What follows belongs to an exercise in optimizing a design on an open flow for small area and a short achievable clock period; a production flow would make more cautious choices. Function was not checked in any run shown here: the RTL went through the layout flow alone. Power and IR drop assume default switching activity.

## flow/design.v (module list and top-level ports; edited modules follow where they fit)
// module logical: 90 lines
// module arithmetic: 153 lines
// module multiplier: 937 lines
// module ALU: 50 lines
module ALU(
input clk,
input [15:0] a, b,
input [3*8:0] op,
output [31:0] out
    );
  // ...
==> flow/flow/run.sh <==
#!/bin/bash
# Layout flow: the standard ORFS flow, with
#  - the generated multiplier and adder modules mapped gate for gate onto cells (flow/map_cells.py)
#    before synthesis, so Yosys keeps their adder structure as written;
#  - small port buffers and a timing-repair slack target.
set -euo pipefail
MARGIN=$(cat flow/margin.txt 2>/dev/null || echo 0)
BUF=$(cat flow/portbuf.txt 2>/dev/null || echo sky130_fd_sc_hd__buf_2)
python3 flow/map_cells.py design.v design_mapped.v > map_cells.log 2>&1
bash standard.sh "VERILOG_FILES=$PWD/design_mapped.v" "BUFFER_PORTS_ARGS=-buffer_cell $BUF" "SETUP_SLACK_MARGIN=$MARGIN" finish > standard.log 2>&1
==> flow/flow/map_cells.py <==
#!/usr/bin/env python3
"""Maps the generated modules of design.v (multiplier, arithmetic, logical) gate for gate onto sky130
cells before synthesis. In those modules each gate is one assign driving a net named KIND_N
(KIND_N_s / KIND_N_c for the sum and carry of an adder); KIND names the cell. Other lines are
kept; the multiplier's product register becomes dfxtp cells named as Yosys names them.
usage: map_cells.py design.v out.v"""
import re, sys

CELL = {
    'inv': ('inv_1', ['A'], ['Y']),
    'nand2': ('nand2_1', ['A', 'B'], ['Y']),
    'nor2': ('nor2_1', ['A', 'B'], ['Y']),
    'fa': ('fa_1', ['A', 'B', 'CIN'], ['SUM', 'COUT']),
    'ha': ('ha_1', ['A', 'B'], ['SUM', 'COUT']),
    'xor2': ('xor2_1', ['A', 'B'], ['X']),
    'xnor2': ('xnor2_1', ['A', 'B'], ['Y']),
    'a21oi': ('a21oi_1', ['A1', 'A2', 'B1'], ['Y']),
    'o21ai': ('o21ai_1', ['A1', 'A2', 'B1'], ['Y']),
    'a222oi': ('a222oi_1', ['A1', 'A2', 'B1', 'B2', 'C1', 'C2'], ['Y']),
    'a22oi': ('a22oi_1', ['A1', 'A2', 'B1', 'B2'], ['Y']),
    'nand3': ('nand3_1', ['A', 'B', 'C'], ['Y']),
    'and2': ('and2_1', ['A', 'B'], ['X']),
    'and2b': ('and2b_1', ['A_N', 'B'], ['X']),
    'nor3': ('nor3_1', ['A', 'B', 'C'], ['Y']),
    'nor4': ('nor4_1', ['A', 'B', 'C', 'D'], ['Y']),
    'nand4': ('nand4_1', ['A', 'B', 'C', 'D'], ['Y']),
}
# drive strength by fanout inside the module: (fanout at least, cell)
SIZES = {
    'inv': [(4, 'inv_2'), (8, 'inv_4')],
    'nand2': [(4, 'nand2_2')],
    'nor2': [(4, 'nor2_2'), (8, 'nor2_4')],
    'a21oi': [(4, 'a21oi_2'), (8, 'a21oi_4')],
    'o21ai': [(5, 'o21ai_2'), (9, 'o21ai_4')],
    'nor3': [(4, 'nor3_2'), (8, 'nor3_4')],
    'and2': [(4, 'and2_2'), (8, 'and2_4')],
}
IDENT = r'[A-Za-z_][A-Za-z0-9_]*(?:\s*\[\s*\d+\s*\])?'
GATE = re.compile(r'\s*assign\s+((' + '|'.join(CELL) + r')(?:X(\d+))?_(\d+)(?:_([sc]))?)\s*=\s*([^;]*);\s*$')


def map_module(mod):
    gates = {}
    out = []
    for line in mod.split('\n'):
        m = GATE.match(line)
        if not m:
            out.append(line)
            continue
        lhs, kind, size, idx, part, rhs = m.groups()
        ins = []
        for t in re.findall(IDENT, rhs):
            t = re.sub(r'\s+', '', t)
            if t not in ins:
                ins.append(t)
        e = gates.get(idx)
        if e is None:
            e = gates[idx] = {'kind': kind, 'size': size, 'ins': None, 'outs': {}, 'pos': len(out)}
            out.append(None)
        if part in (None, 's'):
            e['ins'] = ins
        e['outs'][part] = lhs
    fanout = {}
    for e in gates.values():
        for s in e['ins']:
            fanout[s] = fanout.get(s, 0) + 1
    for line in out:
        if line is not None and not line.lstrip().startswith('sky130'):
            for t in re.findall(IDENT, line):
                fanout[t] = fanout.get(t, 0) + 1
    for idx, e in gates.items():
        cell, ip, op = CELL[e['kind']]
        outs0 = list(e['outs'].values())
        fo = max(fanout.get(o, 0) for o in outs0)
        for lim, big in SIZES.get(e['kind'], []):
            if fo >= lim:
                cell = big
        if e['size']:
            cell = cell.rsplit('_', 1)[0] + '_' + e['size']
        assert len(e['ins']) == len(ip), (idx, e)
        outs = [e['outs'][None]] if None in e['outs'] else [e['outs']['s'], e['outs']['c']]
        pins = [f'.{p}({s})' for p, s in zip(ip, e['ins'])] + \
               [f'.{p}({s})' for p, s in zip(op, outs)]
        out[e['pos']] = f'sky130_fd_sc_hd__{cell} g{idx} (' + ', '.join(pins) + ');'
    text = '\n'.join(out)
    m = re.search(r'always\s*@\s*\(\s*posedge\s+clk\s*\)\s*C\s*<=\s*prod\s*;', text)
    if m:
        regs = '\n'.join(f'sky130_fd_sc_hd__dfxtp_1 \\C[{c}]$_DFF_P_  (.CLK(clk), .D(prod[{c}]), .Q(C[{c}]));'
                         for c in range(32))
        text = text[:m.start()] + regs + text[m.end():]
        text = re.sub(r'output\s+reg\s+\[31:0\]\s*C', 'output [31:0] C', text)
    return text, len(gates)


src = open(sys.argv[1]).read()
total = 0
for name in ('multiplier', 'arithmetic', 'logical'):
    m = re.search(r'module\s+' + name + r'\s*\(.*?\bendmodule\b', src, re.S)
    if m:
        text, n = map_module(m.group(0))
        src = src[:m.start()] + text + src[m.end():]
        total += n
open(sys.argv[2], 'w').write(src)
print(f'mapped {total} gates', file=sys.stderr)
==> flow/standard.sh <==
#!/bin/bash
# synth_recipe.tcl (not shown) runs the flow's synth.tcl, then flattens the netlist and writes it again
# the make line also repeats each setting of config.mk as NAME=value (left out here)
make -C /OpenROAD-flow-scripts/flow DESIGN_CONFIG=/design/flow/config.mk WORK_HOME=/design/flow/orfs CLKGATE_MAP_FILE= SYNTH_SCRIPT=/design/flow/synth_recipe.tcl "${@:-finish}"
==> flow/config.mk <==
export PLATFORM = sky130hd
export DESIGN_NAME = ALU
export DESIGN_NICKNAME = ALU
export VERILOG_FILES = /design/flow/design.v
export SDC_FILE = /design/flow/constraint.sdc
export NUM_CORES = 4
export LEC_CHECK = 0
export CAP_MARGIN = 20
export CORE_MARGIN = 2
export CORE_UTILIZATION = 40
export SLEW_MARGIN = 20
==> flow/constraint.sdc <==
create_clock -name core_clock -period 28.0 [get_ports {clk}]
set_input_delay 5.6000 -clock core_clock [delete_from_list [all_inputs] [get_ports {clk}]]
set_output_delay 5.6000 -clock core_clock [all_outputs]
set_load 0.01 [all_outputs]
==> results.ini, run 1 <==
[layout]
diodes=0
layout_common_cells=281 x nor2_1, 198 x fa_1, 89 x buf_2, 68 x xor2_1, 50 x xnor2_1
clock_buffers=6
reg.largest.list=M.C: 32 flops
final_nets=1380
clockNetworkAreaShare_pct=1.47
ff_latch_area_um2=641

[floorplan]
die_x_um=156
rows=55
taps=285
die_height_um=156

[global_routing]
grt.overflow.total=0
grt_util_met1_pct=33.2
use_met2_pct=40.1
grt_max_degree=20
grt_pass1_vias=8446

[clocking]
cts_buffers=5
clk_pin_slew_ns=0.06
clockBufferDepth=2
cts_resized=0

[worst_setup_path]
crit_path_start_kind=primary input
critPathLaunch=op[0]
cp_slowest_stage_delay_ns=0.48
crit_end=out[16]

[place]
post-place-cells=1386
io_buffers=89

[logic_synthesis]
synth-simple-area-share_pct=22.4
synth_edf_count=0
synth_common_cells=282 x nor2_1, 198 x fa_1, 68 x xor2_1, 50 x xnor2_1, 48 x nand2_1
synthMostInstantiatedCell=nor2_1
synth_compound_area_share_pct=10.6
synth_async_sr_flop_share_pct=0
ys_top_cells_by_area=fa_1 43%, nor2_1 11%, dfxtp_1 6.9%

[pwr]
seq_power_uw=45.5
p_clk_share_pct=36.8
p_switching_uw=69.3
p_seq_share_pct=26.9
combPwrFrac_pct=36.3
comb_power_uw=61.3

[routing]
wl_per_cell_um=20.5
drtIter0Drc=823

[run_status]
status=complete, no violations

[timing]
timing.fmax_mhz=68.9
setup_viol=0
hold_viol=0

==> run 2: changes to the inputs <==
==> flow/flow/portbuf.txt (new file) <==
sky130_fd_sc_hd__buf_1
==> run 2 against run 1 <==
Net effect: still clean on timing, DRC and antenna; via count rose by 0.98%; first-iteration DRC count increased by 0.24%; total power shrank 0.62%; setup slack worse by 0.27 ns; sequential power about the same; sequential share of layout area is 0.078 points higher; hold slack improved by 0.080 ns; largest power group unchanged.
==> results.ini, run 2 <==
[place]
gp_congestion=0.889
dp_hpwl_mm=20.4
post-place-cells=1384  ; -0.14%
io_buffers=89  ; unchanged
dp_slack_ns=13.31

[timing]
post-route-min-period_ns=14.79
relSlewSlack_pct=34.0
fin_setup_tns_ns=0
setup_viol=0  ; unchanged
fin_crit_sh_pct=52.8
hold_viol=0  ; unchanged
drv_slew=0
timing.fmax_mhz=67.6  ; -1.8%
rsz0062_at_grt=false
setup_slack_ns=13.21
tightest_slew_ns=0.986

[routing]
via_per_inst=5.79
wl_per_cell_um=20.2  ; -1.5%
drt-total-wl_mm=28.1
drtAntennaViolNets=0
dr.pass1.iters=9
drtIter0Drc=825  ; +0.24%
num_vias=8063
drc=0

[layout]
largest_register=M.C
layout_common_cells=280 x nor2_1, 198 x fa_1, 89 x buf_1, 68 x xor2_1, 50 x xnor2_1
largest_reg_flops=32
final_common_cell=nor2_1
final_core_util_pct=44.1
reg.largest.list=M.C: 32 flops
syn2layout_area_growth_pct=8.01
final_nets=1378  ; -0.14%
diodes=0  ; unchanged
drive_gt1_share_pct=6.96
stdcell_count=1392

[run]
cap_violations=0

[clocking]
root_buffer=clkbuf_16
cts_buffers=5  ; unchanged
cts_hold_buf=0
clock-sinks=32
postCtsSetupBuffers=0
htree_levels=2
clk_pin_slew_ns=0.06  ; about the same
cts_resized=0  ; unchanged
clockBufferDepth=2  ; unchanged
cts_tree=yes

[floorplan]
die_x_um=156  ; unchanged
design.core.area_mm2=0.0227
rows=55  ; unchanged
pin_count=90
dieArea_mm2=0.0244
die_height_um=156  ; unchanged
initial_utilization_pct=40.8

[logic_synthesis]
synth_common_cells=282 x nor2_1, 198 x fa_1, 68 x xor2_1, 50 x xnor2_1, 48 x nand2_1
synth_async_sr_flop_share_pct=0  ; unchanged
synth_edf_count=0  ; unchanged
netlist.area_leader.share_pct=42.7
postSynthCellCount=1026
synthesis.nets=1298
synth_cell_types=49
ys_warn_count=0
seq_area_frac_synth_pct=6.91
ys_seq_elements=32
syn_area_per_cell_um2=9.04
synth_area_mm2=0.00928
yosys_most_used_dff=dfxtp_1
synthMostInstantiatedCell=nor2_1
yosys.area.top_type=fa_1
ys_top_cells_by_area=fa_1 43%, nor2_1 11%, dfxtp_1 6.9%

[worst_setup_path]
path_max_fanout=16
endpoint_kind=output pin
crit_required_ns=22.40
crit_path_start_kind=primary input
critPathKind=primary input to output pin
worst_ep_arrival_time_ns=9.19

[global_routing]
grt_pass1_vias=8230  ; -2.6%
grt_max_degree=20  ; unchanged
grt.overflow.total=0  ; unchanged
antenna_found_initial=0
grt_pass1_wl_mm=45.1
grt_usage_pct=23.9

[pwr]
total_leakage_power_uw=0.00475
ir_drop_uv=15.5
p_per_area_mw_per_mm2=16.8
total_power_uw=168

[run_status]
status=complete, no violations

[worst_hold_path]
hp-class=primary input to flop

[run 2: cell counts after synthesis]
No cell type changed its count.
[run 2: cell families (layout without fill, tap and decap cells)]
kind of cell	count (synthesis)	after routing	synth area share (%)
fa+ha+maj	214	214	44.9
xor+xnor	118	118	11.1
simple gates	455	455	22.4
mux	1	1	0.121
flops	32	32	6.91
compound gates	138	138	10.6
buf+inv	68	149	3.94
[run 2: report_power, final]
group	internal, uW	switching [uW]
registers	45.5	0.00000393
logic	17.6	42.9
clock network	35.2	26.7
[run 2: cell type report]
type,count,area [um2]
Inverter,47,216
Sequential cell,32,641
Clock buffer,6,139
Clock inverter,2,10.0
Multi-Input combinational cell,926,8290
Timing Repair Buffer,94,372
Tap cell,285,357
Fill cell,2265,12700
[run 2: final timing paths]
kind / slack [ns] / start / end / cells past startpoint
setup / recovery: 13.21 / op[2] / out[16] / 14
hold / removal: 5.83 / a[0] / M.C[0] / 3
[run 2: per-layer routing]
layer | track usage [%] | part of all wire, % | vias to the layer above
li1 | - | - | 3564
met1 | 33.3 | 41 | 4057
met2 | 38.7 | 48 | 383
met3 | 3.60 | 8.1 | 59
met4 | 6.99 | 3.1 | 0
met5 | 0 | 0 | -
[run 2: worst max-delay path, cell delays in order]
cell	delay, ns
buf_1	0.63
a21oi_2	0.28
xor2_1	0.47
and2b_1	0.27
a21oi_1	0.18
o21ai_2	0.14
a21oi_4	0.31
o21ai_1	0.18
a21oi_4	0.46
inv_1	0.07
mux2_2	0.27
nand2_1	0.07
nor4_1	0.07
buf_1	0.17
[run 2: stage by stage]
| step | area, um2 | hold WS (ns) |
|---|---|---|
| floorplan | 9280 | 5.76 |
| global placement | 9870 | 6.11 |
| detailed placement | 9870 | 6.10 |
| CTS | 10000 | 5.83 |
| global route | 10000 | 5.87 |
| finish | 10000 | 5.83 |
==> run 3: changes to the inputs <==
--- a/flow/config.mk
+++ b/flow/config.mk
@@ -7,5 +7,5 @@
 export LEC_CHECK = 0
 export CAP_MARGIN = 20
 export CORE_MARGIN = 2
-export CORE_UTILIZATION = 40
+export CORE_UTILIZATION = 65
 export SLEW_MARGIN = 20
removed: flow/flow/portbuf.txt
==> run 3 against run 2 <==
Net effect: die area decreased by 38%; critical path depth increased by 1; largest power group is now combinational cells; total power decreased by 1.7%.
==> results.ini, run 3 <==
[place]
dpl_cell_area_mm2=0.00985  ; -0.20%
gp_congestion=0.936  ; +5.4%
io_buffers=89  ; unchanged
dp_hpwl_mm=19.6  ; -3.5%

[global_routing]
grt_max_degree=24  ; +20%
grt_pass1_vias=8206  ; -0.29%
grt.overflow.total=0  ; unchanged
grt_pass1_wl_mm=42.6  ; -5.6%
grt_usage_pct=37.3  ; +13 points
antenna_found_initial=0  ; unchanged

[layout]
largest_register=M.C
final_common_cell=nor2_1
post-route-cell-area_mm2=0.00999  ; -0.25%
final_nets=1377  ; -0.073%
reg.largest.list=M.C: 32 flops
syn2layout_area_growth_pct=7.74
diodes=0  ; unchanged
largest_reg_flops=32  ; unchanged
final_core_util_pct=71.7  ; +28 points
layout_common_cells=280 x nor2_1, 198 x fa_1, 89 x buf_2, 68 x xor2_1, 50 x xnor2_1
drive_gt1_share_pct=14.9  ; +8.0 points

[logic_synthesis]
ys_warn_count=0  ; unchanged
synthMostInstantiatedCell=nor2_1
synth_async_sr_flop_share_pct=0  ; unchanged
netlist.area_leader.share_pct=42.7  ; unchanged
synth_common_cells=282 x nor2_1, 198 x fa_1, 68 x xor2_1, 50 x xnor2_1, 48 x nand2_1
ys_top_cells_by_area=fa_1 43%, nor2_1 11%, dfxtp_1 6.9%
synth_area_mm2=0.00928  ; unchanged
synthesis.nets=1298  ; unchanged
yosys.area.top_type=fa_1
ys_seq_elements=32  ; unchanged
yosys_most_used_dff=dfxtp_1
synth_edf_count=0  ; unchanged
syn_area_per_cell_um2=9.04  ; unchanged
seq_area_frac_synth_pct=6.91  ; unchanged
postSynthCellCount=1026  ; unchanged
synth_cell_types=49  ; unchanged

[worst_setup_path]
endpoint_kind=output pin
cp_slowest_stage_delay_ns=0.50  ; -0.13 ns
crit_chain=buf_2 -> inv_2 -> a21oi_2 -> xor2_1 -> and2b_1 -> a21oi_1 -> o21ai_2 -> a21oi_4 -> o21ai_1 -> a21oi_4 -> inv_1 -> mux2_2 -> nand2_1 -> nor4_1 -> buf_2
path_max_fanout=16  ; unchanged
crit_path_start_kind=primary input
worst_ep_arrival_time_ns=8.95  ; -0.24 ns
critPathKind=primary input to output pin
cpMaxStageDelayCell=a21oi_4
crit_buf_inv=4  ; +1
crit_required_ns=22.40  ; about the same
crit_family=compound AO/OA/AOI/OAI gates

[clocking]
cts_hold_buf=0  ; unchanged
clk_pin_slew_ns=0.06  ; about the same
cts_buffers=5  ; unchanged
postCtsSetupBuffers=0  ; unchanged
root_buffer=clkbuf_16
htree_levels=2  ; unchanged
clockBufferDepth=2  ; unchanged
clock-sinks=32  ; unchanged
cts_resized=0  ; unchanged
cts_tree=yes

[pwr]
total_leakage_power_uw=0.00504  ; +6.1%
ir_drop_uv=19.4  ; +25%
p_per_area_mw_per_mm2=16.5  ; -1.4%

[floorplan]
design.core.area_mm2=0.0139  ; -39%
die_x_um=123  ; -21%
dieArea_mm2=0.0152  ; -38%
rows=43  ; -22%
initial_utilization_pct=66.6  ; +26 points
pin_count=90  ; unchanged
die_height_um=123  ; -21%

[timing]
fin_setup_tns_ns=0  ; unchanged
hold_viol=0  ; unchanged
timing.fmax_mhz=68.7  ; +1.6%
post-route-min-period_ns=14.55  ; -0.235 ns
fin_crit_sh_pct=52.0  ; -0.84 points
hold_slack_ns=5.75  ; -0.0787 ns
drv_slew=0  ; unchanged
setup_viol=0  ; unchanged
relSlewSlack_pct=37.5  ; +3.5 points
tightest_slew_ns=0.934  ; -0.0519 ns
rsz0062_at_grt=false

[run_status]
status=complete, no violations

[routing]
drtAntennaViolNets=0  ; unchanged
num_vias=8109  ; +0.57%
wl_per_cell_um=20.8  ; +3.1%
drc=0  ; unchanged
drtIter0Drc=1055  ; +28%
drt-total-wl_mm=26.8  ; -4.8%
dr.pass1.iters=7  ; -2
via_per_inst=6.31  ; +8.9%

[run]
cap_violations=0  ; unchanged

[worst_hold_path]
hp-class=primary input to flop

-- run 3: cell count changes in the layout (fill, tap and decap cells not counted) --
cell / previous run / this run
buf_1: 89 / 0
buf_2: 0 / 89
a21oi_2: 12 / 11
a21oi_4: 2 / 3
buf_4: 5 / 4
clkbuf_8: 1 / 0
clkinv_4: 0 / 1
-- run 3: worst paths after layout --
path,start,end,cells past startpoint
worst min-delay path,a[0],M.C[0],3
worst max-delay path,op[0],out[16],15
-- run 3: routing by layer --
layer	track usage, %	routed length (um)	up-vias
met2	59.0	12600	486
met4	15.7	1260	0
met3	7.20	2820	87
met1	50.8	10100	3976
li1	-	-	3560
met5	0	0	-
-- run 3: logic make-up (layout without fill, tap and decap cells) --
family	Yosys count	after routing	share of synthesized area, %
AO/OA/AOI/OAI	138	138	10.6
XOR/XNOR	118	118	11.1
adder cells (fa/ha/maj)	214	214	44.9
buffers and inverters	68	148	3.94
flip-flops	32	32	6.91
multiplexers	1	1	0.121
AND/OR/NAND/NOR	455	455	22.4
-- run 3: through the flow --
step	total power, uW	setup WS, ns	std cells
6_report	165	13.45	1286
2_1_floorplan	86.2	14.17	1026
3_3_place_gp	105	13.62	1278
5_1_grt	172	13.21	1286
4_1_cts	164	13.51	1286
3_5_place_dp	105	13.53	1278
-- run 3: layout make-up --
| type | count | area, um2 |
|---|---|---|
| clock buffers | 5 | 125 |
| clock inverters | 3 | 18.8 |
| fillers | 1133 | 3940 |
| inverters | 47 | 216 |
| multi-input cells | 926 | 8290 |
| flip-flops and latches | 32 | 641 |
| well taps | 180 | 225 |
| repair buffers | 93 | 475 |
-- run 3: where the power goes --
| group | leakage [uW] | switching, uW | internal, uW |
|---|---|---|---|
| clock network | 0.0000736 | 25.6 | 32.9 |
| registers | 0.000258 | 0.00000529 | 45.5 |
| logic | 0.00471 | 42.2 | 18.8 |
==> module logical, before the edit <==
module logical(input [15:0] a, p, g, s, m, input k_g, k_p, k_a, inv, as, left, rol, right, asr, ror, mul, cmp, lt, ne, output [15:0] x);
wire a222oi_20001, xor2_20002, a222oi_20003, a22oi_20004, nand3_20005, a222oi_20006, xor2_20007, a222oi_20008, a22oi_20009, nand3_20010, a222oi_20011, xor2_20012, a222oi_20013, a22oi_20014, nand3_20015, a222oi_20016;
wire xor2_20017, a222oi_20018, a22oi_20019, nand3_20020, a222oi_20021, xor2_20022, a222oi_20023, a22oi_20024, nand3_20025, a222oi_20026, xor2_20027, a222oi_20028, a22oi_20029, nand3_20030, a222oi_20031, xor2_20032;
wire a222oi_20033, a22oi_20034, nand3_20035, a222oi_20036, xor2_20037, a222oi_20038, a22oi_20039, nand3_20040, a222oi_20041, xor2_20042, a222oi_20043, a22oi_20044, nand3_20045, a222oi_20046, xor2_20047, a222oi_20048;
wire a22oi_20049, nand3_20050, a222oi_20051, xor2_20052, a222oi_20053, a22oi_20054, nand3_20055, a222oi_20056, xor2_20057, a222oi_20058, a22oi_20059, nand3_20060, a222oi_20061, xor2_20062, a222oi_20063, a22oi_20064;
wire nand3_20065, a222oi_20066, xor2_20067, a222oi_20068, a22oi_20069, nand3_20070, a222oi_20071, xor2_20072, a222oi_20073, a22oi_20074, nand3_20075, a222oi_20076, xor2_20077, a22oi_20078, a22oi_20079, a22oi_20080;
wire nand4_20081;
assign a222oi_20001 = ~((k_g & g[0]) | (k_p & p[0]) | (k_a & a[0]));
assign xor2_20002 = a222oi_20001 ^ inv;
assign a222oi_20003 = ~((as & s[0]) | (rol & a[15]) | (right & a[1]));
assign a22oi_20004 = ~((mul & m[0]) | (cmp & ne));
assign nand3_20005 = ~(a222oi_20003 & a22oi_20004 & xor2_20002);
assign a222oi_20006 = ~((k_g & g[1]) | (k_p & p[1]) | (k_a & a[1]));
assign xor2_20007 = a222oi_20006 ^ inv;
assign a222oi_20008 = ~((as & s[1]) | (left & a[0]) | (right & a[2]));
assign a22oi_20009 = ~((mul & m[1]) | (cmp & lt));
assign nand3_20010 = ~(a222oi_20008 & a22oi_20009 & xor2_20007);
assign a222oi_20011 = ~((k_g & g[2]) | (k_p & p[2]) | (k_a & a[2]));
assign xor2_20012 = a222oi_20011 ^ inv;
assign a222oi_20013 = ~((as & s[2]) | (left & a[1]) | (right & a[3]));
assign a22oi_20014 = ~((mul & m[2]) | (cmp & lt));
assign nand3_20015 = ~(a222oi_20013 & a22oi_20014 & xor2_20012);
assign a222oi_20016 = ~((k_g & g[3]) | (k_p & p[3]) | (k_a & a[3]));
assign xor2_20017 = a222oi_20016 ^ inv;
assign a222oi_20018 = ~((as & s[3]) | (left & a[2]) | (right & a[4]));
assign a22oi_20019 = ~((mul & m[3]) | (cmp & lt));
assign nand3_20020 = ~(a222oi_20018 & a22oi_20019 & xor2_20017);
assign a222oi_20021 = ~((k_g & g[4]) | (k_p & p[4]) | (k_a & a[4]));
assign xor2_20022 = a222oi_20021 ^ inv;
assign a222oi_20023 = ~((as & s[4]) | (left & a[3]) | (right & a[5]));
assign a22oi_20024 = ~((mul & m[4]) | (cmp & lt));
assign nand3_20025 = ~(a222oi_20023 & a22oi_20024 & xor2_20022);
assign a222oi_20026 = ~((k_g & g[5]) | (k_p & p[5]) | (k_a & a[5]));
assign xor2_20027 = a222oi_20026 ^ inv;
assign a222oi_20028 = ~((as & s[5]) | (left & a[4]) | (right & a[6]));
assign a22oi_20029 = ~((mul & m[5]) | (cmp & lt));
assign nand3_20030 = ~(a222oi_20028 & a22oi_20029 & xor2_20027);
assign a222oi_20031 = ~((k_g & g[6]) | (k_p & p[6]) | (k_a & a[6]));
assign xor2_20032 = a222oi_20031 ^ inv;
assign a222oi_20033 = ~((as & s[6]) | (left & a[5]) | (right & a[7]));
assign a22oi_20034 = ~((mul & m[6]) | (cmp & lt));
assign nand3_20035 = ~(a222oi_20033 & a22oi_20034 & xor2_20032);
assign a222oi_20036 = ~((k_g & g[7]) | (k_p & p[7]) | (k_a & a[7]));
assign xor2_20037 = a222oi_20036 ^ inv;
assign a222oi_20038 = ~((as & s[7]) | (left & a[6]) | (right & a[8]));
assign a22oi_20039 = ~((mul & m[7]) | (cmp & lt));
assign nand3_20040 = ~(a222oi_20038 & a22oi_20039 & xor2_20037);
assign a222oi_20041 = ~((k_g & g[8]) | (k_p & p[8]) | (k_a & a[8]));
assign xor2_20042 = a222oi_20041 ^ inv;
assign a222oi_20043 = ~((as & s[8]) | (left & a[7]) | (right & a[9]));
assign a22oi_20044 = ~((mul & m[8]) | (cmp & lt));
assign nand3_20045 = ~(a222oi_20043 & a22oi_20044 & xor2_20042);
assign a222oi_20046 = ~((k_g & g[9]) | (k_p & p[9]) | (k_a & a[9]));
assign xor2_20047 = a222oi_20046 ^ inv;
assign a222oi_20048 = ~((as & s[9]) | (left & a[8]) | (right & a[10]));
assign a22oi_20049 = ~((mul & m[9]) | (cmp & lt));
assign nand3_20050 = ~(a222oi_20048 & a22oi_20049 & xor2_20047);
assign a222oi_20051 = ~((k_g & g[10]) | (k_p & p[10]) | (k_a & a[10]));
assign xor2_20052 = a222oi_20051 ^ inv;
assign a222oi_20053 = ~((as & s[10]) | (left & a[9]) | (right & a[11]));
assign a22oi_20054 = ~((mul & m[10]) | (cmp & lt));
assign nand3_20055 = ~(a222oi_20053 & a22oi_20054 & xor2_20052);
assign a222oi_20056 = ~((k_g & g[11]) | (k_p & p[11]) | (k_a & a[11]));
assign xor2_20057 = a222oi_20056 ^ inv;
assign a222oi_20058 = ~((as & s[11]) | (left & a[10]) | (right & a[12]));
assign a22oi_20059 = ~((mul & m[11]) | (cmp & lt));
assign nand3_20060 = ~(a222oi_20058 & a22oi_20059 & xor2_20057);
assign a222oi_20061 = ~((k_g & g[12]) | (k_p & p[12]) | (k_a & a[12]));
assign xor2_20062 = a222oi_20061 ^ inv;
assign a222oi_20063 = ~((as & s[12]) | (left & a[11]) | (right & a[13]));
assign a22oi_20064 = ~((mul & m[12]) | (cmp & lt));
assign nand3_20065 = ~(a222oi_20063 & a22oi_20064 & xor2_20062);
assign a222oi_20066 = ~((k_g & g[13]) | (k_p & p[13]) | (k_a & a[13]));
assign xor2_20067 = a222oi_20066 ^ inv;
assign a222oi_20068 = ~((as & s[13]) | (left & a[12]) | (right & a[14]));
assign a22oi_20069 = ~((mul & m[13]) | (cmp & lt));
assign nand3_20070 = ~(a222oi_20068 & a22oi_20069 & xor2_20067);
assign a222oi_20071 = ~((k_g & g[14]) | (k_p & p[14]) | (k_a & a[14]));
assign xor2_20072 = a222oi_20071 ^ inv;
assign a222oi_20073 = ~((as & s[14]) | (left & a[13]) | (right & a[15]));
assign a22oi_20074 = ~((mul & m[14]) | (cmp & lt));
assign nand3_20075 = ~(a222oi_20073 & a22oi_20074 & xor2_20072);
assign a222oi_20076 = ~((k_g & g[15]) | (k_p & p[15]) | (k_a & a[15]));
assign xor2_20077 = a222oi_20076 ^ inv;
assign a22oi_20078 = ~((as & s[15]) | (left & a[14]));
assign a22oi_20079 = ~((mul & m[15]) | (cmp & lt));
assign a22oi_20080 = ~((asr & a[15]) | (ror & a[0]));
assign nand4_20081 = ~(a22oi_20078 & a22oi_20079 & a22oi_20080 & xor2_20077);
assign x = {nand4_20081, nand3_20075, nand3_20070, nand3_20065, nand3_20060, nand3_20055, nand3_20050, nand3_20045, nand3_20040, nand3_20035, nand3_20030, nand3_20025, nand3_20020, nand3_20015, nand3_20010, nand3_20005};
endmodule
==> module arithmetic, before the edit <==
module arithmetic(input [15:0] A, input [15:0] B, input [2:0] o, output [15:0] S, output Cout, output lt, output [15:0] p, output [15:0] g);
wire inv_10001, a21oiX2_10002, a21oiX2_10003, a21oiX2_10004, a21oiX2_10005, xor2_10006, xor2_10007, and2b_10008, xor2_10009, xor2_10010, and2b_10011, xor2_10012, xor2_10013, and2b_10014, xor2_10015, xor2_10016;
wire and2b_10017, xor2_10018, xor2_10019, and2b_10020, xor2_10021, xor2_10022, and2b_10023, xor2_10024, xor2_10025, and2b_10026, xor2_10027, xor2_10028, and2b_10029, xor2_10030, xor2_10031, and2b_10032;
wire xor2_10033, xor2_10034, and2b_10035, xor2_10036, xor2_10037, and2b_10038, xor2_10039, xor2_10040, and2b_10041, xor2_10042, xor2_10043, and2b_10044, xor2_10045, xor2_10046, and2b_10047, xor2_10048;
wire xor2_10049, and2b_10050, xor2_10051, xor2_10052, and2b_10053, a21oi_10054, a21oi_10055, nand2_10056, a21oi_10057, nand2_10058, a21oi_10059, nand2_10060, a21oi_10061, nand2_10062, a21oi_10063, nand2_10064;
wire a21oi_10065, nand2_10066, a21oi_10067, nand2_10068, inv_10069, a21oi_10070, o21ai_10071, inv_10072, a21oi_10073, inv_10074, nand2_10075, o21ai_10076, nor2_10077, inv_10078, a21oi_10079, inv_10080;
wire nand2_10081, o21ai_10082, nor2_10083, inv_10084, a21oi_10085, inv_10086, nand2_10087, o21ai_10088, nor2_10089, a21oi_10090, inv_10091, o21ai_10092, inv_10093, o21ai_10094, a21oi_10095, a21oi_10096;
wire nand2_10097, inv_10098, o21ai_10099, inv_10100, nand2_10101, inv_10102, o21ai_10103, inv_10104, nand2_10105, a21oi_10106, nand2_10107, inv_10108, a21oi_10109, o21ai_10110, o21ai_10111, inv_10112;
wire a21oi_10113, o21ai_10114, inv_10115, o21ai_10116, inv_10117, o21ai_10118, o21ai_10119, a21oiX4_10120, xor2_10121, xnor2_10122, xnor2_10123, xor2_10124, xnor2_10125, xor2_10126, xor2_10127, xnor2_10128;
wire xnor2_10129, xor2_10130, xor2_10131, xnor2_10132, xor2_10133, xor2_10134, xor2_10135, xor2_10136, inv_10137;
assign inv_10001 = ~o[0];
assign a21oiX2_10002 = ~((inv_10001 & o[2]) | o[1]);
assign a21oiX2_10003 = ~((inv_10001 & o[2]) | o[1]);
assign a21oiX2_10004 = ~((inv_10001 & o[2]) | o[1]);
assign a21oiX2_10005 = ~((inv_10001 & o[2]) | o[1]);
assign xor2_10006 = A[0] ^ B[0];
assign xor2_10007 = xor2_10006 ^ a21oiX2_10002;
assign and2b_10008 = ~xor2_10007 & A[0];
assign xor2_10009 = A[1] ^ B[1];
assign xor2_10010 = xor2_10009 ^ a21oiX2_10002;
assign and2b_10011 = ~xor2_10010 & A[1];
assign xor2_10012 = A[2] ^ B[2];
assign xor2_10013 = xor2_10012 ^ a21oiX2_10002;
assign and2b_10014 = ~xor2_10013 & A[2];
assign xor2_10015 = A[3] ^ B[3];
assign xor2_10016 = xor2_10015 ^ a21oiX2_10002;
assign and2b_10017 = ~xor2_10016 & A[3];
assign xor2_10018 = A[4] ^ B[4];
assign xor2_10019 = xor2_10018 ^ a21oiX2_10003;
assign and2b_10020 = ~xor2_10019 & A[4];
assign xor2_10021 = A[5] ^ B[5];
assign xor2_10022 = xor2_10021 ^ a21oiX2_10003;
assign and2b_10023 = ~xor2_10022 & A[5];
assign xor2_10024 = A[6] ^ B[6];
assign xor2_10025 = xor2_10024 ^ a21oiX2_10003;
assign and2b_10026 = ~xor2_10025 & A[6];
assign xor2_10027 = A[7] ^ B[7];
assign xor2_10028 = xor2_10027 ^ a21oiX2_10003;
assign and2b_10029 = ~xor2_10028 & A[7];
assign xor2_10030 = A[8] ^ B[8];
assign xor2_10031 = xor2_10030 ^ a21oiX2_10004;
assign and2b_10032 = ~xor2_10031 & A[8];
assign xor2_10033 = A[9] ^ B[9];
assign xor2_10034 = xor2_10033 ^ a21oiX2_10004;
assign and2b_10035 = ~xor2_10034 & A[9];
assign xor2_10036 = A[10] ^ B[10];
assign xor2_10037 = xor2_10036 ^ a21oiX2_10004;
assign and2b_10038 = ~xor2_10037 & A[10];
assign xor2_10039 = A[11] ^ B[11];
assign xor2_10040 = xor2_10039 ^ a21oiX2_10004;
assign and2b_10041 = ~xor2_10040 & A[11];
assign xor2_10042 = A[12] ^ B[12];
assign xor2_10043 = xor2_10042 ^ a21oiX2_10005;
assign and2b_10044 = ~xor2_10043 & A[12];
assign xor2_10045 = A[13] ^ B[13];
assign xor2_10046 = xor2_10045 ^ a21oiX2_10005;
assign and2b_10047 = ~xor2_10046 & A[13];
assign xor2_10048 = A[14] ^ B[14];
assign xor2_10049 = xor2_10048 ^ a21oiX2_10005;
assign and2b_10050 = ~xor2_10049 & A[14];
assign xor2_10051 = A[15] ^ B[15];
assign xor2_10052 = xor2_10051 ^ a21oiX2_10005;
assign and2b_10053 = ~xor2_10052 & A[15];
assign a21oi_10054 = ~((xor2_10007 & a21oiX2_10002) | and2b_10008);
assign a21oi_10055 = ~((xor2_10013 & and2b_10011) | and2b_10014);
assign nand2_10056 = ~(xor2_10013 & xor2_10010);
assign a21oi_10057 = ~((xor2_10019 & and2b_10017) | and2b_10020);
assign nand2_10058 = ~(xor2_10019 & xor2_10016);
assign a21oi_10059 = ~((xor2_10025 & and2b_10023) | and2b_10026);
assign nand2_10060 = ~(xor2_10025 & xor2_10022);
assign a21oi_10061 = ~((xor2_10031 & and2b_10029) | and2b_10032);
assign nand2_10062 = ~(xor2_10031 & xor2_10028);
assign a21oi_10063 = ~((xor2_10037 & and2b_10035) | and2b_10038);
assign nand2_10064 = ~(xor2_10037 & xor2_10034);
assign a21oi_10065 = ~((xor2_10043 & and2b_10041) | and2b_10044);
assign nand2_10066 = ~(xor2_10043 & xor2_10040);
assign a21oi_10067 = ~((xor2_10049 & and2b_10047) | and2b_10050);
assign nand2_10068 = ~(xor2_10049 & xor2_10046);
assign inv_10069 = ~a21oi_10054;
assign a21oi_10070 = ~((xor2_10010 & inv_10069) | and2b_10011);
assign o21ai_10071 = ~((nand2_10056 | a21oi_10054) & a21oi_10055);
assign inv_10072 = ~a21oi_10057;
assign a21oi_10073 = ~((xor2_10022 & inv_10072) | and2b_10023);
assign inv_10074 = ~nand2_10058;
assign nand2_10075 = ~(xor2_10022 & inv_10074);
assign o21ai_10076 = ~((nand2_10060 | a21oi_10057) & a21oi_10059);
assign nor2_10077 = ~(nand2_10060 | nand2_10058);
assign inv_10078 = ~a21oi_10061;
assign a21oi_10079 = ~((xor2_10034 & inv_10078) | and2b_10035);
assign inv_10080 = ~nand2_10062;
assign nand2_10081 = ~(xor2_10034 & inv_10080);
assign o21ai_10082 = ~((nand2_10064 | a21oi_10061) & a21oi_10063);
assign nor2_10083 = ~(nand2_10064 | nand2_10062);
assign inv_10084 = ~a21oi_10065;
assign a21oi_10085 = ~((xor2_10046 & inv_10084) | and2b_10047);
assign inv_10086 = ~nand2_10066;
assign nand2_10087 = ~(xor2_10046 & inv_10086);
assign o21ai_10088 = ~((nand2_10068 | a21oi_10065) & a21oi_10067);
assign nor2_10089 = ~(nand2_10068 | nand2_10066);
assign a21oi_10090 = ~((xor2_10016 & o21ai_10071) | and2b_10017);
assign inv_10091 = ~o21ai_10071;
assign o21ai_10092 = ~((nand2_10058 | inv_10091) & a21oi_10057);
assign inv_10093 = ~o21ai_10071;
assign o21ai_10094 = ~((nand2_10075 | inv_10093) & a21oi_10073);
assign a21oi_10095 = ~((nor2_10077 & o21ai_10071) | o21ai_10076);
assign a21oi_10096 = ~((xor2_10040 & o21ai_10082) | and2b_10041);
assign nand2_10097 = ~(xor2_10040 & nor2_10083);
assign inv_10098 = ~o21ai_10082;
assign o21ai_10099 = ~((nand2_10066 | inv_10098) & a21oi_10065);
assign inv_10100 = ~nand2_10066;
assign nand2_10101 = ~(inv_10100 & nor2_10083);
assign inv_10102 = ~o21ai_10082;
assign o21ai_10103 = ~((nand2_10087 | inv_10102) & a21oi_10085);
assign inv_10104 = ~nand2_10087;
assign nand2_10105 = ~(inv_10104 & nor2_10083);
assign a21oi_10106 = ~((nor2_10089 & o21ai_10082) | o21ai_10088);
assign nand2_10107 = ~(nor2_10089 & nor2_10083);
assign inv_10108 = ~a21oi_10095;
assign a21oi_10109 = ~((xor2_10028 & inv_10108) | and2b_10029);
assign o21ai_10110 = ~((nand2_10062 | a21oi_10095) & a21oi_10061);
assign o21ai_10111 = ~((nand2_10081 | a21oi_10095) & a21oi_10079);
assign inv_10112 = ~a21oi_10095;
assign a21oi_10113 = ~((nor2_10083 & inv_10112) | o21ai_10082);
assign o21ai_10114 = ~((nand2_10097 | a21oi_10095) & a21oi_10096);
assign inv_10115 = ~o21ai_10099;
assign o21ai_10116 = ~((nand2_10101 | a21oi_10095) & inv_10115);
assign inv_10117 = ~o21ai_10103;
assign o21ai_10118 = ~((nand2_10105 | a21oi_10095) & inv_10117);
assign o21ai_10119 = ~((nand2_10107 | a21oi_10095) & a21oi_10106);
assign a21oiX4_10120 = ~((xor2_10052 & o21ai_10119) | and2b_10053);
assign xor2_10121 = xor2_10007 ^ a21oiX2_10002;
assign xnor2_10122 = ~(xor2_10010 ^ a21oi_10054);
assign xnor2_10123 = ~(xor2_10013 ^ a21oi_10070);
assign xor2_10124 = xor2_10016 ^ o21ai_10071;
assign xnor2_10125 = ~(xor2_10019 ^ a21oi_10090);
assign xor2_10126 = xor2_10022 ^ o21ai_10092;
assign xor2_10127 = xor2_10025 ^ o21ai_10094;
assign xnor2_10128 = ~(xor2_10028 ^ a21oi_10095);
assign xnor2_10129 = ~(xor2_10031 ^ a21oi_10109);
assign xor2_10130 = xor2_10034 ^ o21ai_10110;
assign xor2_10131 = xor2_10037 ^ o21ai_10111;
assign xnor2_10132 = ~(xor2_10040 ^ a21oi_10113);
assign xor2_10133 = xor2_10043 ^ o21ai_10114;
assign xor2_10134 = xor2_10046 ^ o21ai_10116;
assign xor2_10135 = xor2_10049 ^ o21ai_10118;
assign xor2_10136 = xor2_10052 ^ o21ai_10119;
assign inv_10137 = ~a21oiX4_10120;
assign S = {xor2_10136, xor2_10135, xor2_10134, xor2_10133, xnor2_10132, xor2_10131, xor2_10130, xnor2_10129, xnor2_10128, xor2_10127, xor2_10126, xnor2_10125, xor2_10124, xnor2_10123, xnor2_10122, xor2_10121};
assign Cout = inv_10137;
assign p = {xor2_10052, xor2_10049, xor2_10046, xor2_10043, xor2_10040, xor2_10037, xor2_10034, xor2_10031, xor2_10028, xor2_10025, xor2_10022, xor2_10019, xor2_10016, xor2_10013, xor2_10010, xor2_10007};
assign g = {and2b_10053, and2b_10050, and2b_10047, and2b_10044, and2b_10041, and2b_10038, and2b_10035, and2b_10032, and2b_10029, and2b_10026, and2b_10023, and2b_10020, and2b_10017, and2b_10014, and2b_10011, and2b_10008};
assign lt = a21oiX4_10120;
endmodule
==> module ALU, before the edit <==
module ALU(
input clk,
input [15:0] a, b,
input [3*8:0] op,
output [31:0] out
    );
wire [7:0] c0 = op[7:0], c1 = op[15:8], c2 = op[23:16];
wire z2  = (op[24:16] == 9'd0);          
wire z1  = z2 & (c1 == 8'd0);            
wire t3  = ~op[24];                      
wire is_mul  = z1 & (c0 == "*");
wire is_add  = z1 & (c0 == "+");
wire is_sub  = z1 & (c0 == "-");
wire is_not  = z1 & (c0 == "~");
wire is_or   = z1 & (c0 == "|");
wire is_and  = z1 & (c0 == "&");
wire is_xor  = z1 & (c0 == "^");
wire tl      = z2 & (c1 == "~");
wire is_nand = tl & (c0 == "&");
wire is_nor  = tl & (c0 == "|");
wire is_xnor = tl & (c0 == "^");
wire is_shl  = z2 & (c1 == "<") & (c0 == "<");
wire is_shr  = z2 & (c1 == ">") & (c0 == ">");
wire as_     = t3 & (c2 == "a") & (c1 == "s");
wire ro_     = t3 & (c2 == "r") & (c1 == "o");
wire is_asl  = as_ & (c0 == "l");
wire is_asr  = as_ & (c0 == "r");
wire is_rol  = ro_ & (c0 == "l");
wire is_ror  = ro_ & (c0 == "r");
wire is_cmp  = t3 & (c2 == "c") & (c1 == "m") & (c0 == "p");
wire [15:0] s, p, g;
wire co, lt;
arithmetic AA1(.A(a), .B(b), .o(op[2:0]), .S(s), .Cout(co), .lt(lt), .p(p), .g(g));
wire ne = ~&p;                           
wire [31:0] m;
multiplier M(.clk(clk), .A1(a), .B1(b), .op(op), .C(m));
wire as = is_add | is_sub;
logical L(.a(a), .p(p), .g(g), .s(s), .m(m[15:0]),
  .k_g(is_and | is_or | is_nand | is_nor),
  .k_p(is_or | is_xor | is_nor | is_xnor),
  .k_a(is_not),
  .inv(is_not | is_nand | is_nor | is_xnor),
  .as(as),
  .left(is_shl | is_asl | is_rol), .rol(is_rol),
  .right(is_shr | is_asr | is_ror), .asr(is_asr), .ror(is_ror),
  .mul(is_mul), .cmp(is_cmp), .lt(lt), .ne(ne),
  .x(out[15:0]));
assign out[16]    = (is_add & co) | (is_mul & m[16]);
assign out[31:17] = {15{is_mul}} & m[31:17];
endmodule
==> run 4: changes to the inputs <==
--- a/flow/design.v
+++ b/flow/design.v
@@ -1,10 +1,10 @@
-module logical(input [15:0] a, p, g, s, m, input k_g, k_p, k_a, inv, as, left, rol, right, asr, ror, mul, cmp, lt, ne, output [15:0] x);
+module logical(input [15:0] a, p, g, s, input [16:0] m, input k_g, k_p, k_a, inv, as, add, left, rol, right, asr, ror, mul, cmp, lt, ne, output [16:0] x);
 wire a222oi_20001, xor2_20002, a222oi_20003, a22oi_20004, nand3_20005, a222oi_20006, xor2_20007, a222oi_20008, a22oi_20009, nand3_20010, a222oi_20011, xor2_20012, a222oi_20013, a22oi_20014, nand3_20015, a222oi_20016;
 wire xor2_20017, a222oi_20018, a22oi_20019, nand3_20020, a222oi_20021, xor2_20022, a222oi_20023, a22oi_20024, nand3_20025, a222oi_20026, xor2_20027, a222oi_20028, a22oi_20029, nand3_20030, a222oi_20031, xor2_20032;
 wire a222oi_20033, a22oi_20034, nand3_20035, a222oi_20036, xor2_20037, a222oi_20038, a22oi_20039, nand3_20040, a222oi_20041, xor2_20042, a222oi_20043, a22oi_20044, nand3_20045, a222oi_20046, xor2_20047, a222oi_20048;
 wire a22oi_20049, nand3_20050, a222oi_20051, xor2_20052, a222oi_20053, a22oi_20054, nand3_20055, a222oi_20056, xor2_20057, a222oi_20058, a22oi_20059, nand3_20060, a222oi_20061, xor2_20062, a222oi_20063, a22oi_20064;
 wire nand3_20065, a222oi_20066, xor2_20067, a222oi_20068, a22oi_20069, nand3_20070, a222oi_20071, xor2_20072, a222oi_20073, a22oi_20074, nand3_20075, a222oi_20076, xor2_20077, a22oi_20078, a22oi_20079, a22oi_20080;
-wire nand4_20081;
+wire nand4_20081, and2b_20082, a21o_20083;
 assign a222oi_20001 = ~((k_g & g[0]) | (k_p & p[0]) | (k_a & a[0]));
 assign xor2_20002 = a222oi_20001 ^ inv;
 assign a222oi_20003 = ~((as & s[0]) | (rol & a[15]) | (right & a[1]));
@@ -86,9 +86,11 @@
 assign a22oi_20079 = ~((mul & m[15]) | (cmp & lt));
 assign a22oi_20080 = ~((asr & a[15]) | (ror & a[0]));
 assign nand4_20081 = ~(a22oi_20078 & a22oi_20079 & a22oi_20080 & xor2_20077);
-assign x = {nand4_20081, nand3_20075, nand3_20070, nand3_20065, nand3_20060, nand3_20055, nand3_20050, nand3_20045, nand3_20040, nand3_20035, nand3_20030, nand3_20025, nand3_20020, nand3_20015, nand3_20010, nand3_20005};
+assign and2b_20082 = ~lt & add;
+assign a21o_20083 = (mul & m[16]) | and2b_20082;
+assign x = {a21o_20083, nand4_20081, nand3_20075, nand3_20070, nand3_20065, nand3_20060, nand3_20055, nand3_20050, nand3_20045, nand3_20040, nand3_20035, nand3_20030, nand3_20025, nand3_20020, nand3_20015, nand3_20010, nand3_20005};
 endmodule
-module arithmetic(input [15:0] A, input [15:0] B, input [2:0] o, output [15:0] S, output Cout, output lt, output [15:0] p, output [15:0] g);
+module arithmetic(input [15:0] A, input [15:0] B, input [2:0] o, output [15:0] S, output lt, output [15:0] p, output [15:0] g);
 wire inv_10001, a21oiX2_10002, a21oiX2_10003, a21oiX2_10004, a21oiX2_10005, xor2_10006, xor2_10007, and2b_10008, xor2_10009, xor2_10010, and2b_10011, xor2_10012, xor2_10013, and2b_10014, xor2_10015, xor2_10016;
 wire and2b_10017, xor2_10018, xor2_10019, and2b_10020, xor2_10021, xor2_10022, and2b_10023, xor2_10024, xor2_10025, and2b_10026, xor2_10027, xor2_10028, and2b_10029, xor2_10030, xor2_10031, and2b_10032;
 wire xor2_10033, xor2_10034, and2b_10035, xor2_10036, xor2_10037, and2b_10038, xor2_10039, xor2_10040, and2b_10041, xor2_10042, xor2_10043, and2b_10044, xor2_10045, xor2_10046, and2b_10047, xor2_10048;
@@ -97,7 +99,7 @@
 wire nand2_10081, o21ai_10082, nor2_10083, inv_10084, a21oi_10085, inv_10086, nand2_10087, o21ai_10088, nor2_10089, a21oi_10090, inv_10091, o21ai_10092, inv_10093, o21ai_10094, a21oi_10095, a21oi_10096;
 wire nand2_10097, inv_10098, o21ai_10099, inv_10100, nand2_10101, inv_10102, o21ai_10103, inv_10104, nand2_10105, a21oi_10106, nand2_10107, inv_10108, a21oi_10109, o21ai_10110, o21ai_10111, inv_10112;
 wire a21oi_10113, o21ai_10114, inv_10115, o21ai_10116, inv_10117, o21ai_10118, o21ai_10119, a21oiX4_10120, xor2_10121, xnor2_10122, xnor2_10123, xor2_10124, xnor2_10125, xor2_10126, xor2_10127, xnor2_10128;
-wire xnor2_10129, xor2_10130, xor2_10131, xnor2_10132, xor2_10133, xor2_10134, xor2_10135, xor2_10136, inv_10137;
+wire xnor2_10129, xor2_10130, xor2_10131, xnor2_10132, xor2_10133, xor2_10134, xor2_10135, xor2_10136;
 assign inv_10001 = ~o[0];
 assign a21oiX2_10002 = ~((inv_10001 & o[2]) | o[1]);
 assign a21oiX2_10003 = ~((inv_10001 & o[2]) | o[1]);
@@ -234,9 +236,7 @@
 assign xor2_10134 = xor2_10046 ^ o21ai_10116;
 assign xor2_10135 = xor2_10049 ^ o21ai_10118;
 assign xor2_10136 = xor2_10052 ^ o21ai_10119;
-assign inv_10137 = ~a21oiX4_10120;
 assign S = {xor2_10136, xor2_10135, xor2_10134, xor2_10133, xnor2_10132, xor2_10131, xor2_10130, xnor2_10129, xnor2_10128, xor2_10127, xor2_10126, xnor2_10125, xor2_10124, xnor2_10123, xnor2_10122, xor2_10121};
-assign Cout = inv_10137;
 assign p = {xor2_10052, xor2_10049, xor2_10046, xor2_10043, xor2_10040, xor2_10037, xor2_10034, xor2_10031, xor2_10028, xor2_10025, xor2_10022, xor2_10019, xor2_10016, xor2_10013, xor2_10010, xor2_10007};
 assign g = {and2b_10053, and2b_10050, and2b_10047, and2b_10044, and2b_10041, and2b_10038, and2b_10035, and2b_10032, and2b_10029, and2b_10026, and2b_10023, and2b_10020, and2b_10017, and2b_10014, and2b_10011, and2b_10008};
 assign lt = a21oiX4_10120;
@@ -1209,22 +1209,21 @@
 wire is_ror  = ro_ & (c0 == "r");
 wire is_cmp  = t3 & (c2 == "c") & (c1 == "m") & (c0 == "p");
 wire [15:0] s, p, g;
-wire co, lt;
-arithmetic AA1(.A(a), .B(b), .o(op[2:0]), .S(s), .Cout(co), .lt(lt), .p(p), .g(g));
+wire lt;
+arithmetic AA1(.A(a), .B(b), .o(op[2:0]), .S(s), .lt(lt), .p(p), .g(g));
 wire ne = ~&p;                           
 wire [31:0] m;
 multiplier M(.clk(clk), .A1(a), .B1(b), .op(op), .C(m));
 wire as = is_add | is_sub;
-logical L(.a(a), .p(p), .g(g), .s(s), .m(m[15:0]),
+logical L(.a(a), .p(p), .g(g), .s(s), .m(m[16:0]),
   .k_g(is_and | is_or | is_nand | is_nor),
   .k_p(is_or | is_xor | is_nor | is_xnor),
   .k_a(is_not),
   .inv(is_not | is_nand | is_nor | is_xnor),
-  .as(as),
+  .as(as), .add(is_add),
   .left(is_shl | is_asl | is_rol), .rol(is_rol),
   .right(is_shr | is_asr | is_ror), .asr(is_asr), .ror(is_ror),
   .mul(is_mul), .cmp(is_cmp), .lt(lt), .ne(ne),
-  .x(out[15:0]));
-assign out[16]    = (is_add & co) | (is_mul & m[16]);
+  .x(out[16:0]));
 assign out[31:17] = {15{is_mul}} & m[31:17];
 endmodule
--- a/flow/flow/map_cells.py
+++ b/flow/flow/map_cells.py
@@ -24,6 +24,7 @@
     'nor3': ('nor3_1', ['A', 'B', 'C'], ['Y']),
     'nor4': ('nor4_1', ['A', 'B', 'C', 'D'], ['Y']),
     'nand4': ('nand4_1', ['A', 'B', 'C', 'D'], ['Y']),
+    'a21o': ('a21o_1', ['A1', 'A2', 'B1'], ['X']),
 }
 # drive strength by fanout inside the module: (fanout at least, cell)
 SIZES = {
--- a/flow/config.mk
+++ b/flow/config.mk
@@ -7,5 +7,5 @@
 export LEC_CHECK = 0
 export CAP_MARGIN = 20
 export CORE_MARGIN = 2
-export CORE_UTILIZATION = 65
+export CORE_UTILIZATION = 40
 export SLEW_MARGIN = 20
==> run 4 against run 3 <==
Net effect: critical path type unchanged; area after synthesis stayed put; largest power group unchanged; highest routed layer unchanged; largest cell class unchanged; total power is 2.1% lower; synthesized cell count is 0.29% lower.
==> results.ini, run 4 <==
[logic_synthesis]
ys_top_cells_by_area=fa_1 43%, nor2_1 11%, dfxtp_1 6.9%
synth_common_cells=283 x nor2_1, 198 x fa_1, 68 x xor2_1, 49 x nand2_1, 49 x xnor2_1
yosys.area.top_type=fa_1
seq_area_frac_synth_pct=6.91  ; unchanged
postSynthCellCount=1023  ; -0.29%
synth_cell_types=49  ; unchanged
netlist.area_leader.share_pct=42.7  ; unchanged
ys_seq_elements=32  ; unchanged
synthMostInstantiatedCell=nor2_1
synth_edf_count=0  ; unchanged
syn_area_per_cell_um2=9.07  ; +0.29%
synth_area_mm2=0.00928  ; unchanged
synth_async_sr_flop_share_pct=0  ; unchanged
ys_warn_count=0  ; unchanged
yosys_most_used_dff=dfxtp_1
synthesis.nets=1295  ; -0.23%

[floorplan]
design.core.area_mm2=0.0227  ; +63%
die_x_um=156  ; +27%
pin_count=90  ; unchanged
initial_utilization_pct=40.8  ; -26 points
die_height_um=156  ; +27%
rows=55  ; +28%
dieArea_mm2=0.0244  ; +60%

[timing]
fin_setup_tns_ns=0  ; unchanged
fin_crit_sh_pct=51.7  ; -0.27 points
drv_slew=0  ; unchanged
setup_viol=0  ; unchanged
rsz0062_at_grt=false
timing.fmax_mhz=69.1  ; +0.52%
relSlewSlack_pct=24.9  ; -13 points
hold_viol=0  ; unchanged
tightest_slew_ns=1.12  ; +0.189 ns
post-route-min-period_ns=14.48  ; -0.0757 ns
setup_slack_ns=13.52  ; +0.0757 ns

[routing]
num_vias=8060  ; -0.60%
dr.pass1.iters=7  ; unchanged
drt-total-wl_mm=28.1  ; +5.1%
drc=0  ; unchanged
wl_per_cell_um=20.2  ; -2.8%
drtAntennaViolNets=0  ; unchanged
via_per_inst=5.80  ; -8.0%
drtIter0Drc=640  ; -39%

[run]
cap_violations=0  ; unchanged

[worst_setup_path]
path_max_fanout=16  ; unchanged
worst_ep_arrival_time_ns=8.88  ; -0.07 ns
crit_path_start_kind=primary input
endpoint_kind=output pin
crit_required_ns=22.40  ; about the same
critPathKind=primary input to output pin

[layout]
syn2layout_area_growth_pct=9.04
fillers=2269  ; +100%
layout_common_cells=283 x nor2_1, 198 x fa_1, 89 x buf_2, 68 x xor2_1
reg.largest.list=M.C: 32 flops
multi_input_area_mm2=0.00829  ; about the same
largest_register=M.C
drive_gt1_share_pct=14.8  ; -0.077 points
ff_latch_area_um2=641  ; unchanged
largest_reg_flops=32  ; unchanged
final_nets=1377  ; unchanged
diodes=0  ; unchanged
final_common_cell=nor2_1

[pwr]
total_leakage_power_uw=0.00508  ; +0.80%
p_per_area_mw_per_mm2=16.0  ; -3.3%
ir_drop_uv=18.8  ; -3.1%

[clocking]
clockBufferDepth=2  ; unchanged
clock-sinks=32  ; unchanged
cts_hold_buf=0  ; unchanged
postCtsSetupBuffers=0  ; unchanged
clk_pin_slew_ns=0.05  ; about the same
cts_buffers=5  ; unchanged
cts_resized=0  ; unchanged
cts_tree=yes
root_buffer=clkbuf_16
htree_levels=2  ; unchanged

[global_routing]
grt_max_degree=33  ; +38%
grt.overflow.total=0  ; unchanged
antenna_found_initial=0  ; unchanged
grt_pass1_vias=8505  ; +3.6%
grt_pass1_wl_mm=45.8  ; +7.4%
grt_usage_pct=24.1  ; -13 points

[place]
dp_slack_ns=13.63  ; +0.0933 ns
io_buffers=89  ; unchanged
gp_congestion=0.894  ; -4.5%
dp_hpwl_mm=20.9  ; +6.2%

[worst_hold_path]
hp-class=primary input to flop

[run_status]
status=complete, no violations

-- run 4: cell families after synthesis --
logic type,Yosys count,share of synthesized area (%)
simple gates,455,22.4
fa+ha+maj,214,44.9
compound gates,139,10.8
xor+xnor,117,11.0
buf+inv,65,3.79
flops,32,6.91
mux,1,0.108
-- run 4: worst max-delay path: stages --
cell     delay [ns]
buf_2          0.18
inv_2          0.10
a21oi_2        0.39
xor2_1         0.49
and2b_1        0.27
a21oi_1        0.18
o21ai_2        0.14
a21oi_4        0.30
o21ai_1        0.18
a21oi_4        0.50
and2b_1        0.26
a21o_1         0.15
buf_2          0.13
-- run 4: per-layer routing --
| metal | vias up | global-route usage, % | wire length, um |
|---|---|---|---|
| li1 | 3563 | - | - |
| met3 | 44 | 3.49 | 2180 |
| met2 | 345 | 40.7 | 13600 |
| met4 | 0 | 5.55 | 613 |
| met5 | - | 0 | 0 |
| met1 | 4108 | 33.0 | 11800 |
-- run 4: stage by stage --
| step | power [uW] | hold slack (ns) | instance area (um2) | instances | util (%) |
|---|---|---|---|---|---|
| global route | 170 | 5.82 | 10100 | 1390 | 44.5 |
| CTS | 161 | 5.79 | 10100 | 1390 | 44.5 |
| finish | 162 | 5.80 | 10100 | 1390 | 44.5 |
| global placement | 108 | 6.07 | 9970 | 1382 | 43.9 |
| detailed placement | 107 | 6.07 | 9980 | 1383 | 43.9 |
| floorplan | 85.1 | 5.76 | 9280 | 1023 | - |
-- run 4: final timing paths --
path	slack (ns)	from	cells past startpoint	end
setup / recovery	13.52	op[0]	13	out[16]
hold / removal	5.80	a[0]	3	M.C[0]
-- run 4: final cells by class --
type / count / area share, %
Multi-Input combinational cell: 926 / 81.9
Sequential cell: 32 / 6.33
Timing Repair Buffer: 93 / 4.70
Tap cell: 285 / 3.53
Inverter: 47 / 2.14
Clock buffer: 5 / 1.24
Clock inverter: 2 / 0.124
-- run 4: where the power goes --
group	switching (uW)	internal (uW)	total, uW
logic	43.8	18.5	62.3
registers	0.00000334	45.5	45.5
clock network	21.4	32.3	53.7

-- static timing again, ports no longer ideal --
No port has a modelled driver above. Below, the same layouts with a new extraction and two added sets of constraints.
Step 1 assumes that a clkbuf_16 drives the clock port and a buf_2 every other input.
Step 2, shift: input delay + t, output delay - t, t = (earliest + latest rising clock arrival at the registers) / 2. This alone moves slack from input paths to output paths.
Three values: ideal ports, drivers, drivers and shift; two values: the first two.
run	t (ns)	setup slack, ns	hold slack, ns	worst data-port slew with drivers (ns)	pins driven straight from the clock port
run 1	0.344	13.486 / 13.451 / 13.451	5.752 / 5.728 / 6.072	0.04	1
run 2	0.348	13.212 / 13.183 / 13.183	5.832 / 5.806 / 6.132	0.04	1
run 3	0.341	13.448 / 13.424 / 13.424	5.754 / 5.734 / 6.075	0.05	1
run 4	0.323	13.523 / 13.503 / 13.503	5.798 / 5.789 / 6.112	0.04	1
After both steps every run listed still meets setup and hold. For run 1, which loses most, drivers alone change the setup slack by -0.035 ns; drivers and shift together by -0.035 ns.
